What follows belongs to an exercise in optimizing a design on an open flow for small area; a production flow would make more cautious choices. Only simulation tests tie the RTL to the original design; equivalence was not proved.

==> module ibis_texture_mapper, before the edit <==
module ibis_texture_mapper
#(parameter TILE_SIZE_POW2_MAX = 9,
  parameter WIDTH = 11)
 (input wire logic aclk,
  input wire logic aresetn,
  input wire logic enable,
  input wire logic unsigned [6:0] write_registers,
  input wire logic unsigned [WIDTH - 1:0] x,
  input wire logic unsigned [WIDTH - 1:0] y,
  input wire logic unsigned [2:0] texture_power2,
  input wire logic signed [17:0] texture_matrixA,
  input wire logic signed [17:0] texture_matrixB,
  input wire logic signed [17:0] texture_matrixC,
  input wire logic signed [17:0] texture_matrixD,
  input wire logic signed [17:0] texture_translateX,
  input wire logic signed [17:0] texture_translateY,
  output logic unsigned [(TILE_SIZE_POW2_MAX * 2) - 1:0] map_address,
  output logic stencil_test,
  output logic stencil_step,
  output logic ready);
  logic [4:0] r_js;
  always_ff @(posedge aclk) begin
    if(!aresetn) r_js <= 5'b00000;
    else if(enable) r_js <= {r_js[3:0], ~r_js[4]};
  end
  wire ph0 = ~r_js[4] & ~r_js[0];
  wire ph1 =  r_js[0] & ~r_js[1];
  wire ph2 =  r_js[1] & ~r_js[2];
  wire ph3 =  r_js[2] & ~r_js[3];
  wire ph4 =  r_js[3] & ~r_js[4];
  wire ph5 =  r_js[4] &  r_js[0];
  wire ph6 = ~r_js[0] &  r_js[1];
  wire ph7 = ~r_js[1] &  r_js[2];
  wire ph8 = ~r_js[2] &  r_js[3];
  wire ph9 = ~r_js[3] &  r_js[4];
  logic [2:0] r_tp;  
  logic signed [17:0] r_A, r_B, r_C, r_D, r_Tx, r_Ty;
  logic [5:0] r_w;
  wire wr = enable & ph0;
  always_ff @(posedge aclk) begin
    if(!aresetn) begin
      r_tp <= 3'd4;
      r_w <= 6'b0;
    end else begin
      if(wr & write_registers[6]) r_tp <= texture_power2;
      if(wr) r_w <= r_w | write_registers[5:0];
    end
  end
  always_ff @(posedge aclk) begin
    if(wr & write_registers[4]) r_Tx <= texture_translateX;
    if(wr & write_registers[5]) r_Ty <= texture_translateY;
    if(wr & write_registers[0]) r_A <= texture_matrixA;
    if(wr & write_registers[1]) r_B <= texture_matrixB;
    if(wr & write_registers[2]) r_C <= texture_matrixC;
    if(wr & write_registers[3]) r_D <= texture_matrixD;
  end
  wire useT_y = ph2 | ph3 | ph4 | ph6 | ph8;
  wire [17:0] tsel = useT_y ? (r_Ty & {18{r_w[5]}}) : (r_Tx & {18{r_w[4]}});
  logic [9:0] r_xh, r_yh;
  wire [9:0] xyh_n;
  wire tlo_nz = |tsel[7:0];
  ibis_tm_rca #(10) u_xyh(.a({1'b0, ph3 ? y[8:0] : x[8:0]}), .b(~tsel[17:8]), .ci(~tlo_nz), .s(xyh_n));
  always_ff @(posedge aclk) begin
    if(enable & ph1) r_xh <= xyh_n;
    if(enable & ph3) r_yh <= xyh_n;
  end
  wire useY = ph2 | ph4 | ph6 | ph8;
  wire hi   = ph3 | ph4 | ph7 | ph8;
  wire start = ph1 | ph5;
  wire [9:0] hv = useY ? r_yh : r_xh;
  wire [10:0] win = hi ? {hv, 1'b0} : {tlo_nz, tlo_nz, tsel[7:0], 1'b0};
  wire selA = enable & (ph1 | ph3);
  wire selB = enable & (ph2 | ph4);
  wire selC = enable & (ph5 | ph7);
  wire selD = enable & (ph6 | ph8);
  wire [17:0] msel = ({18{selA & r_w[0]}} & r_A) | ({18{selB & r_w[1]}} & r_B)
                   | ({18{selC & r_w[2]}} & r_C) | ({18{selD & r_w[3]}} & r_D)
                   | {9'b0, (selA & ~r_w[0]) | (selD & ~r_w[3]), 8'b0};
  logic signed [27:0] r_S;
  logic signed [27:0] acc_in;
  always_comb begin
    if(enable & start) acc_in = 28'sd1 << (17 + r_tp);
    else if(enable & (ph3 | ph7)) acc_in = r_S >>> 8;
    else acc_in = r_S;
  end
  wire [27:0] sum;
  ibis_tm_mac u_mac(.m(msel), .win(win), .flip(~hi), .acc(acc_in), .sum(sum));
  always_ff @(posedge aclk) begin
    r_S <= sum;
  end
  function automatic logic zero_hi(input logic [27:0] h, input logic [2:0] tp);
    logic [7:0] m;
    m = 8'hff << tp;  
    zero_hi = ~|h[27:18] & ~|(h[17:10] & m);
  endfunction
  wire z_S = zero_hi(r_S, r_tp);
  logic [8:0] r_uk;  
  logic r_zu;        
  always_ff @(posedge aclk) begin
    if(enable & ph5) begin
      r_uk <= r_S[16:8];
      r_zu <= z_S;
    end
  end
  wire step_n = ~r_uk[r_tp] & ~r_S[8 + r_tp];  
  logic r_sx, r_sy, r_step;
  always_ff @(posedge aclk) begin
    if(!aresetn) begin
      r_sx <= 1'b0;
      r_sy <= 1'b0;
    end else begin
      if(enable & ph6) r_sx <= r_zu;
      if(enable & ph9) r_sy <= z_S;
    end
  end
  always_ff @(posedge aclk) begin
    if(enable & ph9) r_step <= step_n;
  end
  logic [17:0] r_addr;
  wire [17:0] addr_n;
  wire [8:0] amask = ~(9'h1fc << r_tp);
  wire [17:0] av = {9'b0, r_S[16:8] & amask} << 2;
  wire [17:0] av1 = r_tp[0] ? {av[16:0], 1'b0} : av;
  wire [17:0] av2 = r_tp[1] ? {av1[15:0], 2'b0} : av1;
  wire [17:0] av3 = r_tp[2] ? {av2[13:0], 4'b0} : av2;
  assign addr_n = av3 | {9'b0, r_uk & amask};
  always_ff @(posedge aclk) begin
    if(enable & ph9) r_addr <= addr_n;
  end
  assign map_address = r_addr;
  assign ready = ph9;
  assign stencil_test = r_sx & (ph9 ? z_S : r_sy);
  assign stencil_step = ph9 ? step_n : r_step;
endmodule
==> flow/config.mk <==
export PLATFORM = sky130hd
export DESIGN_NAME = ibis_texture_mapper
export DESIGN_NICKNAME = ibis_texture_mapper
export VERILOG_FILES = /design/flow/design.v
export SDC_FILE = /design/flow/constraint.sdc
export NUM_CORES = 4
export LEC_CHECK = 0
export ABC_AREA = 1
export CAP_MARGIN = 20
export CORE_MARGIN = 2
export CORE_UTILIZATION = 55
export PLACE_DENSITY = 0.75
export SLEW_MARGIN = 20
==> flow/constraint.sdc <==
create_clock -name core_clock -period 10.0 [get_ports {aclk}]
set_input_delay 2.0000 -clock core_clock [delete_from_list [all_inputs] [get_ports {aclk}]]
set_output_delay 2.0000 -clock core_clock [all_outputs]
set_load 0.01 [all_outputs]
standard.sh (not shown) runs the stock make flow with config.mk's settings and CLKGATE_MAP_FILE= SYNTH_SCRIPT=/design/flow/synth_recipe.tcl, a recipe that flattens the netlist after the stock synthesis.
==> flow/flow/run.sh <==
#!/bin/bash
set -euo pipefail
here=$(pwd)
rm -rf "$here/orfs_scripts"
cp -r "$FLOW_HOME/scripts" "$here/orfs_scripts"
cp "$here/flow/abc_area.script" "$here/orfs_scripts/abc_area.script"
export SCRIPTS_DIR="$here/orfs_scripts"
export SYNTH_ARGS="-noabc"
export BUFFER_PORTS_ARGS="-buffer_cell sky130_fd_sc_hd__buf_1"
export CTS_ARGS="-sink_clustering_enable -repair_clock_nets -dont_use_dummy_load -sink_clustering_size 10 -sink_clustering_max_diameter 40 -buf_list sky130_fd_sc_hd__clkbuf_4"
bash standard.sh > standard.log 2>&1
==> flow/flow/abc_area.script <==
strash
dc2
dch -f
amap
topo
==> next run, changes <==
--- a/flow/design.v
+++ b/flow/design.v
@@ -59,9 +59,9 @@
   wire useT_y = ph2 | ph3 | ph4 | ph6 | ph8;
   wire [17:0] tsel = useT_y ? (r_Ty & {18{r_w[5]}}) : (r_Tx & {18{r_w[4]}});
   logic [9:0] r_xh, r_yh;
   wire [9:0] xyh_n;
-  wire tlo_nz = |tsel[7:0];
+  wire tlo_nz = useT_y ? (r_w[5] & |r_Ty[7:0]) : (r_w[4] & |r_Tx[7:0]);
   ibis_tm_rca #(10) u_xyh(.a({1'b0, ph3 ? y[8:0] : x[8:0]}), .b(~tsel[17:8]), .ci(~tlo_nz), .s(xyh_n));
   always_ff @(posedge aclk) begin
     if(enable & ph1) r_xh <= xyh_n;
     if(enable & ph3) r_yh <= xyh_n;
Outcome: Cell area came out lower by 0.33%. Global-route usage came out higher by 0.11 points. Worst setup slack improved by 110 ps. Clock-buffer cell count stays the same. Die area came out lower by about 0.5%.

## separate check: timing with driven ports
The results above use ideal ports. As a check the final layouts listed here were re-extracted and re-timed, cells and wires unchanged. Step 1 assumes that a clkbuf_16 drives the clock port and a buf_2 every other input. Step 2 moves the port delays by t, midway between the first and last clock arrival at a register: inputs arrive t later, outputs are due t later. That takes back most of the time a late clock gives input paths. Slacks: ideal ports / drivers / drivers and shift; pairs: ideal ports / drivers.
| run | t, ns | setup WS [ns] | worst setup path after step 2 | worst data-port slew with drivers (ns) |
|---|---|---|---|---|
| the first run | 0.678 | 0.869 / 0.869 / 0.353 | input to register | 0.05 |
| the second run | 0.696 | 0.981 / 1.003 / 0.307 | input to register | 0.06 |
After both steps every run listed still meets setup and hold. The setup slack of the second run, which loses most, moves by +0.022 ns with the drivers and by -0.674 ns with both steps.
